From an optimization exercise on the open Yosys and OpenROAD flow, aimed at small area; shortcuts taken in it are not production practice.
In this exercise RTL edits were held to simulation tests only and were not proved equivalent to the original.
No activity file was given, so power comes from the tool's default toggle rates.

==> design/flow/design.v <==
module video_uut (
    input  wire         clk_i           , 
    input  wire         rst_i           , 
    input  wire         cen_i           , 
    input  wire         vid_sel_i       , 
    input  wire [29:0]  probes_i,
    input  wire [7:0]   square_length_1_i ,
    input  wire [7:0]   square_length_2_i ,
    input  wire [1:0]   speed_mult_1_i,
    input  wire [1:0]   speed_mult_2_i,
    input  wire [19:0]  vdat_bars_i     , 
    input  wire [19:0]  vdat_colour_i   , 
    input  wire [3:0]   fvht_i          , 
    output wire [3:0]   fvht_o          ,
    output wire [19:0]  video_o
);
reg [7:0]  square_length_1;
reg [7:0]  square_length_2;
reg [1:0]  speed_mult_1;
reg [1:0]  speed_mult_2;
reg [1:0]  speed_mult_3;
reg [3:0]  fvht_d1;
reg [3:0]  fvht_d2;
reg [3:0]  fvht_d3;
reg [11:0] column_counter;
reg [11:0] line_counter;
reg [19:0] probe_px;
reg [11:0] pos_x_1;
reg [10:0] pos_y_1;
reg [11:0] pos_x_2;
reg [10:0] pos_y_2;
reg [3:0]  direction;  
reg [19:0] sq1_px;
reg        sq1_on;
reg        sq2_on;
reg        sq2_odd;
reg [19:0] vdat_bars_d1;
reg [19:0] out_color;
reg [19:0] vid_d1;
function automatic [12:0] add12;    
    input [11:0] a;
    input [11:0] b;
    input        ci;
    integer i;
    reg c;
    begin
        c = ci;
        for (i = 0; i < 12; i = i + 1) begin
            add12[i] = a[i] ^ b[i] ^ c;
            c = (a[i] & b[i]) | (c & (a[i] ^ b[i]));
        end
        add12[12] = c;
    end
endfunction
function automatic lt12;            
    input [11:0] a;
    input [11:0] b;
    integer i;
    reg l;
    begin
        l = 1'b0;
        for (i = 0; i < 12; i = i + 1)
            l = (~a[i] & b[i]) | (~a[i] & l) | (b[i] & l);
        lt12 = l;
    end
endfunction
function automatic [11:0] move12;
    input [11:0] pos;
    input [4:0]  s;
    input        d;
    reg [12:0] lo;
    reg k;
    integer i;
    begin
        lo = add12({7'b0, pos[4:0]}, {7'b0, s ^ {5{d}}}, d);
        move12[4:0] = lo[4:0];
        k = lo[5] ^ d;
        for (i = 5; i < 12; i = i + 1) begin
            move12[i] = pos[i] ^ k;
            k = k & (pos[i] ^ d);
        end
    end
endfunction
localparam [19:0] FLAT = {10'h050, 10'h200};
wire h_in = fvht_i[1];
wire h_d  = fvht_d1[1];
wire h_neg = ~h_in & h_d;
wire h_pos = h_in & ~h_d;
wire new_frame = fvht_i[2] & ~fvht_d1[2];
wire col_clr  = rst_i | (cen_i & h_neg);
wire line_clr = rst_i | (cen_i & h_pos & new_frame);
wire line_en  = cen_i & h_pos;
wire nf       = cen_i & new_frame;
wire [12:0] col_inc  = add12(column_counter, 12'd0, cen_i);
wire [12:0] line_inc = add12(line_counter, 12'd0, line_en);
wire [11:0] column_next = col_clr ? 12'd0 : col_inc[11:0];
wire [11:0] line_next   = line_clr ? 12'd0 : line_inc[11:0];
wire [12:0] sx1  = add12(pos_x_1, {4'b0, square_length_1}, 1'b0);
wire [12:0] sy1f = add12({1'b0, pos_y_1}, {4'b0, square_length_1}, 1'b0);
wire [12:0] sx2  = add12(pos_x_2, {4'b0, square_length_2}, 1'b0);
wire [12:0] sy2f = add12({1'b0, pos_y_2}, {4'b0, square_length_2}, 1'b0);
wire [10:0] sy1 = sy1f[10:0];
wire [10:0] sy2 = sy2f[10:0];
wire hit1 = lt12(pos_x_1, column_counter) && lt12(column_counter, sx1[11:0]) &&
            lt12({1'b0, pos_y_1}, line_counter) && lt12(line_counter, {1'b0, sy1});
wire hit2 = lt12(pos_x_2, column_counter) && lt12(column_counter, sx2[11:0]) &&
            lt12({1'b0, pos_y_2}, line_counter) && lt12(line_counter, {1'b0, sy2});
wire [3:0] p1 = (speed_mult_1 * speed_mult_3) & {4{nf}};
wire [3:0] p2 = (speed_mult_2 * speed_mult_3) & {4{nf}};
wire [11:0] mx1 = move12(pos_x_1, {p1, 1'b0}, direction[0]);
wire [11:0] my1 = move12({1'b0, pos_y_1}, {p1, 1'b0}, direction[1]);
wire [11:0] mx2 = move12(pos_x_2, {p2, 1'b0}, direction[2]);
wire [11:0] my2 = move12({1'b0, pos_y_2}, {p2, 1'b0}, direction[3]);
wire x1_oob = pos_x_1[11] | (pos_x_1[10:3] == 8'd0 && pos_x_1[2:0] < 3'd6);
wire x1_hi  = sx1 > 13'd1919;
wire y1_hi  = (pos_y_1[10] | pos_y_1[9]) & (sy1 >= 11'd1124);
wire y1_lo  = pos_y_1 <= 11'd45;
wire x2_oob = pos_x_2[11] | (pos_x_2[10:3] == 8'd0 && pos_x_2[2:0] < 3'd6);
wire x2_hi  = sx2 >= 13'd1919;
wire y2_hi  = (pos_y_2[10] | pos_y_2[9]) & (sy2 >= 11'd1124);
wire y2_lo  = pos_y_2 <= 11'd45;
wire [11:0] pos_x_1_next = (nf & x1_oob) ? 12'd6 :
                           (nf & x1_hi)  ? 12'd1918 - {4'b0, square_length_1} : mx1[11:0];
wire [10:0] pos_y_1_next = (nf & y1_hi)  ? 11'd1119 - {3'b0, square_length_1} :
                           (nf & y1_lo)  ? 11'd50 : my1[10:0];
wire [11:0] pos_x_2_next = (nf & x2_oob) ? 12'd6 :
                           (nf & x2_hi)  ? 12'd1915 - {4'b0, square_length_2} : mx2[11:0];
wire [10:0] pos_y_2_next = (nf & y2_hi)  ? 11'd1123 - {3'b0, square_length_2} :
                           (nf & y2_lo)  ? 11'd50 : my2[10:0];
wire [3:0] direction_next = {
    (nf & y2_hi) ? 1'b1 : (nf & y2_lo) ? 1'b0 : direction[3],
    (nf & x2_oob) ? 1'b0 : (nf & x2_hi) ? 1'b1 : direction[2],
    (nf & y1_hi) ? 1'b1 : (nf & y1_lo) ? 1'b0 : direction[1],
    (nf & x1_oob) ? 1'b0 : (nf & x1_hi) ? 1'b1 : direction[0]};
wire [19:0] probe_sel = {probes_i[29:20], column_next[0] ? probes_i[9:0] : probes_i[19:10]};
wire [19:0] sq2 = {10'h216, sq2_odd ? 10'h0cf : 10'h0fd};
wire both  = sq1_on & sq2_on;
wire any   = sq1_on | sq2_on;
wire mixed = vid_sel_i ? any : both;
wire [19:0] opx = sq1_on ? sq1_px : sq2_on ? sq2 : vid_sel_i ? vdat_bars_d1 : FLAT;
wire [19:0] opy = mixed ? (both ? sq2 : vdat_bars_d1) : 20'd0;
wire [12:0] sum_lf = add12({2'b0, opx[19:10]}, {2'b0, opy[19:10]}, 1'b0);
wire [12:0] sum_cf = add12({2'b0, opx[9:0]}, {2'b0, opy[9:0]}, 1'b0);
wire [19:0] out_next = {sum_lf[9:0], mixed ? {1'b0, sum_cf[9:1]} : sum_cf[9:0]};
always @(posedge clk_i) begin
    column_counter <= column_next;
    line_counter   <= line_next;
    if (rst_i) begin
        pos_x_1 <= 0;
        pos_y_1 <= 0;
        pos_x_2 <= 0;
        pos_y_2 <= 0;
        direction <= 0;
    end else begin
        pos_x_1 <= pos_x_1_next;
        pos_y_1 <= pos_y_1_next;
        pos_x_2 <= pos_x_2_next;
        pos_y_2 <= pos_y_2_next;
        direction <= direction_next;
    end
end
always @(posedge clk_i) begin
    if (rst_i) begin
        speed_mult_2 <= 0;
        fvht_d1 <= 0;
        fvht_d2 <= 0;
        fvht_d3 <= 0;
        sq1_on <= 0;
        sq2_on <= 0;
        vdat_bars_d1 <= 0;
        out_color <= 0;
        vid_d1 <= 0;
    end else if (cen_i) begin
        speed_mult_2 <= (~|speed_mult_2_i) ? 2'd1 : speed_mult_2_i;
        fvht_d1 <= fvht_i;
        fvht_d2 <= fvht_d1;
        fvht_d3 <= fvht_d2;
        sq1_on <= hit1 && (|probe_px);
        sq2_on <= hit2;
        vdat_bars_d1 <= vdat_bars_i;
        out_color <= out_next;
        vid_d1 <= out_color;
    end
end
always @(posedge clk_i) begin
    if (cen_i) begin
        square_length_1 <= (~|square_length_1_i) ? 8'd50 : square_length_1_i;
        square_length_2 <= (~|square_length_2_i) ? 8'd50 : square_length_2_i;
        speed_mult_1 <= (~|speed_mult_1_i) ? 2'd1 : speed_mult_1_i;
        speed_mult_3 <= speed_mult_2;
        probe_px <= probe_sel;
        sq1_px <= probe_px;
        sq2_odd <= column_counter[0];
    end
end
assign fvht_o  = fvht_d3;
assign video_o = vid_d1;
endmodule
==> design/flow/flow/run.sh <==
#!/bin/bash
# Standard ORFS flow with the standard synthesis, plus:
#  - area-driven restructuring of the combinational logic after floorplan
#  - port buffers from the smallest buffer cell
#  - clock tree of clkbuf_8 sink clusters (up to 14 flops), no dummy loads
set -euo pipefail
ARGS=("BUFFER_PORTS_ARGS=-buffer_cell sky130_fd_sc_hd__buf_1"
      "CTS_ARGS=-sink_clustering_enable -repair_clock_nets -buf_list sky130_fd_sc_hd__clkbuf_4 -sink_clustering_size 9 -sink_clustering_max_diameter 50 -dont_use_dummy_load")
bash standard.sh "${ARGS[@]}" floorplan > standard_floorplan.log 2>&1
export RES_DIR=$PWD/orfs/results/$FLOW_PLATFORM/video_uut/base
export RMP_DIR=$PWD/rmp
export DONT_USE="sky130_fd_sc_hd__probe_p_8 sky130_fd_sc_hd__probec_p_8 sky130_fd_sc_hd__lpflow_*"
# the mapping library for the restructuring leaves out the don't-use cells
mkdir -p "$RMP_DIR"
export RMP_LIB=$RMP_DIR/mapping.lib
python3 flow/filter_lib.py "$FLOW_HOME/platforms/sky130hd/lib/sky130_fd_sc_hd__tt_025C_1v80.lib" "$RMP_LIB" "$DONT_USE" > filter_lib.log 2>&1
openroad -no_init -exit flow/restructure.tcl > restructure.log 2>&1
bash standard.sh "${ARGS[@]}" finish > standard_finish.log 2>&1
==> design/flow/flow/filter_lib.py <==
"""Copy a liberty file without the cells whose names match the given patterns."""
import fnmatch
import re
import sys

src, dst, patterns = sys.argv[1], sys.argv[2], sys.argv[3].split()
text = open(src).read()
head = re.compile(r'cell\s*\(\s*"?([A-Za-z0-9_]+)"?\s*\)\s*\{')
out = []
pos = 0
dropped = 0
for m in head.finditer(text):
    if m.start() < pos:
        continue
    if not any(fnmatch.fnmatch(m.group(1), p) for p in patterns):
        continue
    depth = 0
    j = m.end() - 1
    while True:
        c = text[j]
        if c == '{':
            depth += 1
        elif c == '}':
            depth -= 1
            if depth == 0:
                break
        j += 1
    out.append(text[pos:m.start()])
    pos = j + 1
    dropped += 1
out.append(text[pos:])
open(dst, 'w').write(''.join(out))
print("dropped %d cells" % dropped)
==> design/flow/flow/restructure.tcl <==
# Area-driven logic restructuring of the synthesized netlist (registers are
# left as they are), run on the floorplan before placement.
set lib $::env(FLOW_HOME)/platforms/sky130hd/lib/sky130_fd_sc_hd__tt_025C_1v80.lib
set res $::env(RES_DIR)
read_liberty $lib
read_db $res/2_floorplan.odb
read_sdc $res/2_floorplan.sdc
source $::env(FLOW_HOME)/platforms/sky130hd/setRC.tcl
set_dont_use $::env(DONT_USE)
report_design_area
file mkdir $::env(RMP_DIR)
restructure -target area -abc_logfile $::env(RMP_DIR)/abc.log -liberty_file $::env(RMP_LIB) \
  -tielo_port sky130_fd_sc_hd__conb_1/LO -tiehi_port sky130_fd_sc_hd__conb_1/HI \
  -work_dir $::env(RMP_DIR)
report_design_area
report_checks
write_db $res/2_floorplan.odb
==> design/flow/standard.sh <==
#!/bin/bash
# synth_recipe.tcl (not shown) runs the flow's synth.tcl, then flattens the netlist and writes it again
# the make line also repeats each setting of config.mk as NAME=value (left out here)
make -C /OpenROAD-flow-scripts/flow DESIGN_CONFIG=/design/flow/config.mk WORK_HOME=/design/flow/orfs CLKGATE_MAP_FILE= SYNTH_SCRIPT=/design/flow/synth_recipe.tcl "${@:-finish}"
==> design/flow/config.mk <==
export PLATFORM = sky130hd
export DESIGN_NAME = video_uut
export DESIGN_NICKNAME = video_uut
export VERILOG_FILES = /design/flow/design.v
export SDC_FILE = /design/flow/constraint.sdc
export NUM_CORES = 4
export LEC_CHECK = 0
export ABC_AREA = 1
export CAP_MARGIN = 20
export CORE_MARGIN = 2
export CORE_UTILIZATION = 45
export SLEW_MARGIN = 20
==> design/flow/constraint.sdc <==
create_clock -name core_clock -period 6.7 [get_ports {clk_i}]
set_input_delay 1.3400 -clock core_clock [delete_from_list [all_inputs] [get_ports {clk_i}]]
set_output_delay 1.3400 -clock core_clock [all_outputs]
set_load 0.01 [all_outputs]
==> notes.md <==
-- cell usage in the layout (no fill, tap or decap), types with 4 or more instances in the layout --
| cell | Yosys | routed |
|---|---|---|
| edfxtp_1 | 61 | 61 |
| or4_1 | 0 | 6 |
| o21a_1 | 0 | 22 |
| o22a_1 | 0 | 19 |
| buf_4 | 2 | 17 |
| nor2b_1 | 0 | 15 |
| nor3_1 | 11 | 20 |
| a22oi_1 | 7 | 18 |
| a21oi_1 | 70 | 119 |
| a222oi_1 | 0 | 12 |
| o21bai_1 | 0 | 7 |
| clkbuf_4 | 0 | 36 |
| a221oi_1 | 0 | 9 |
| nand4_1 | 4 | 7 |
| a221o_1 | 1 | 7 |
| nand3_1 | 27 | 5 |
| o21ai_0 | 117 | 150 |
| a211oi_1 | 3 | 22 |
| clkinv_1 | 3 | 173 |
| xnor2_1 | 10 | 11 |
| o22ai_1 | 43 | 47 |
| o221a_1 | 0 | 59 |
| o211ai_1 | 5 | 4 |
| dfxtp_1 | 150 | 150 |
| nand2_1 | 300 | 113 |
| or3_1 | 0 | 7 |
| nor2_1 | 205 | 206 |
| nor4_1 | 12 | 7 |
| a31oi_1 | 7 | 13 |
| a2bb2oi_1 | 0 | 13 |
| or2_0 | 3 | 11 |
| o211a_1 | 0 | 12 |
| buf_1 | 6 | 99 |
| o221ai_1 | 7 | 52 |
-- final cells by class --
cell class / instances / area (um^2) / share of cell area
clock buffers: 35 / 263 / 0.0206
diodes: 1 / 2.50 / 0.000196
well taps: 378 / 473 / 0.0371
flip-flops and latches: 211 / 4830 / 0.379
multi-input cells: 1018 / 6020 / 0.472
inverters: 175 / 657 / 0.0515
repair buffers: 118 / 512 / 0.0401
-- synthesized netlist by cell type (5+ instances only) --
master / n
ha_1: 60
nand2_4: 5
dfxtp_1: 150
o211ai_1: 5
inv_2: 11
a22oi_1: 7
fa_1: 60
a21oi_1: 70
a21oi_2: 6
o21ai_1: 6
edfxtp_1: 61
inv_1: 258
xor2_1: 53
nand3_1: 27
buf_1: 6
xnor2_1: 10
a31oi_1: 7
nor3_1: 11
o21ai_0: 117
o22ai_1: 43
o221ai_1: 7
buf_2: 8
nor4_1: 12
clkbuf_1: 33
nand2_1: 300
nor2_1: 205
or2_2: 5
-- metal layers --
| layer | share of wire | GRT usage | vias to the layer above |
|---|---|---|---|
| met2 | 0.46 | 0.358 | 266 |
| met5 | 0 | 0 | - |
| met4 | 0.022 | 0.0614 | 0 |
| li1 | - | - | 5661 |
| met3 | 0.052 | 0.0301 | 53 |
| met1 | 0.46 | 0.288 | 5111 |
-- per-stage QoR --
stage               area, um^2  worst slack [ps]  hold slack, ps
finish                   12800              1370             438
global route             12800               550             449
CTS                      12800              1450             441
detailed placement       12500              1030             428
global placement         12500              1100             421
floorplan                12900              1600             427
-- sequential cells by signal, indices dropped and copies added (netlist names), 8 cells and up --
signal / cells
out_color: 20
sq1_px: 20
line_counter: 12
pos_y_1: 11
square_length_1: 8
probe_px: 20
pos_x_2: 12
column_counter: 12
vdat_bars_d1: 20
square_length_2: 8
vid_d1: 20
pos_x_1: 12
pos_y_2: 11
-- worst paths after layout --
kind	from	end	depth (start not counted)
max	square_length_2[0]	pos_x_2[5]	24
min reg2reg	probe_px[13]	sq1_px[13]	0
min	probe_px[13]	sq1_px[13]	0
max reg2reg	square_length_2[0]	pos_x_2[5]	24
-- cell families (layout without fill, tap and decap cells) --
kind of cell	Yosys count	after routing	synth area share
fa+ha+maj	120	0	0.152
xor+xnor	65	11	0.0454
buf+inv	328	328	0.100
compound gates	289	601	0.134
flops	211	211	0.376
simple gates	592	406	0.194
other cells	0	1	0
-- worst max-delay path, stage by stage (launching register included) --
cell	delay, ps
edfxtp_1	500
clkinv_1	120
nor2_1	70
o21ai_0	290
nor2_1	90
o21ai_0	270
nor2_1	90
o21ai_0	270
nor2_1	90
o21ai_0	280
nor2_1	90
o21ai_0	300
nor2_1	90
o21ai_0	300
nor2_1	90
o21ai_0	220
nor2_1	100
nand2_1	120
nor2_1	80
a21oi_1	250
o2111ai_1	160
a31oi_1	510
buf_4	290
clkinv_1	230
o221a_1	320
-- power by group through the flow --
stage | logic [mW] | registers (mW) | clock network [mW]
after floorplan | 0.247 | 1.45 | 0
after global placement | 0.320 | 1.47 | 0
after detailed placement | 0.324 | 1.47 | 0
after CTS | 0.326 | 1.44 | 0.719
after global routing | 0.369 | 1.45 | 0.763
final | 0.327 | 1.44 | 0.686
==> summary.txt <==
Floorplan
  • Width of the chip: 173 um
  • Die Ht: 173 um
  • Site row count: 61
  • Initial Util: 0.461
  • Core box area: 27900 um^2
  • I/O pins: 122
  • Die area: 30000 um^2

Place
  • Global placement routability congestion: 0.841
  • Cells after DPL: 1900
  • Final HPWL DP: 23900 um
  • Count of input and output buffers: 101

STA
  • Final Hold Vio Count: 0
  • Fin. max-slew vios: 0
  • # setup viols final: 0
  • Period utilization: 0.795
  • Worst slew margin: 0.342
  • Setup Skew: 91.7 ps
  • FMAX: 188 MHz
  • Post-layout min period: 5330 ps
  • RSZ-0062 raised after global routing: false
  • Measured slew at the worst slew-check pin: 982 ps
  • Setup TNS: 0 ps

Clock tree
  • CTS sink cnt: 211
  • Clock Pin Slew Worst Setup and Hold Paths: 100 ps
  • Hold Buf Count CTS: 0
  • CTS tree: done
  • CTS H-Tree Depth: 2
  • Worst-skew pair later-pin latency: 660 ps
  • Post-CTS resize count: 0
  • Cts bufs inserted: 35
  • Setup bufs post-CTS: 0
  • CTS root buf: clkbuf_4
  • Worst-case clock buffer depth: 3

Global routing
  • Grt ovf: 0
  • Largest net degree at the start of global routing: 79
  • Initial antenna violation count: 1
  • Global-route wire length before repair: 52300 um
  • Gr usage total: 0.214
  • Vias in the first global route: 9986

Drt
  • Routed WL per cell: 17.1 um
  • DRC: 0
  • Antenna Nets Post-Route: 0
  • DRT iter0 DRCs: 772
  • Vias: 11091
  • DR vias/cell: 5.73
  • First-pass iteration count of the detailed router: 7
  • Detailed Route WL: 33100 um

Synth
  • Synth area leader: dfxtp_1
  • Sequential share of the synthesized area: 0.376
  • Net Count, Synth: 1823
  • Cells after Synth: 1605
  • Post-synth top area share: 0.233
  • Primary FF master, synth: dfxtp_1
  • Synth Register Bits: 211
  • Share of synthesized registers carrying an async set or reset: 0
  • Mapped Avg Cell Area: 8.02 um^2
  • Post-synth EDFFs: 61
  • Largest cells by area after synthesis: dfxtp_1 23%, edfxtp_1 14%, fa_1 9.3%, nand2_1 8.7%, inv_1 7.5%
  • Post-synthesis cell area: 12900 um^2
  • Synth warnings: 1
  • Netlist cell types: 56

Setup path
  • Startpoint types: flip-flop
  • WS Path Type: reg2reg
  • Crit path max fanout: 11
  • Critical path arrival: 5880 ps
  • Reg2Reg Setup Slack: 1370 ps
  • WP data required: 7260 ps
  • Worst Setup End Kind: flip-flop

Outcome
  • Status: timing/DRC/antenna clean

Cells and area
  • Final std cells w/o fill: 1936
  • Area Growth Syn to Fin: -0.875%
  • Fin util: 0.457
  • Fillers: 2857
  • Layout cells sized above 1: 0.0360
  • Final net count: 1657

Job
  • Max cap viols: 0

Power
  • P_sw: 705 uW
  • Int Power: 1.75 mW
  • Sequential fraction of design power: 0.587
  • Sw Ratio: 0.288
  • Power Dens Cells: 192 nW/um^2
  • Clock share of power: 0.280
  • LEAKAGE: 4.34 nW
  • Tot Pwr: 2.45 mW
  • Combinational fraction of design power: 0.133
  • Peak supply drop: 0.103 mV

Hold path
  • Hold WC Path Type: reg2reg

## re-timing with driven ports
The results above use ideal ports. As a check the final layout listed here was re-extracted and re-timed, cells and wires unchanged. Step 1, drivers: a clkbuf_16 drives clk_i and a buf_2 each remaining input, both assumed. Step 2 also shifts input and output timing later by t, the mid clock arrival at the registers, as if the neighbouring blocks saw the same clock. a / b / c = ideal ports / drivers / drivers and shift; a / b = the first two.
t, ns: 0.647
setup WS [ns]: 1.374 / 1.374 / 0.956
worst setup path after step 2: input to register
worst data-port slew with drivers (ns): 0.07
After both steps setup and hold are still met in this run. For this run, drivers alone change the setup slack by 0.000 ns; drivers and shift together by -0.418 ns.
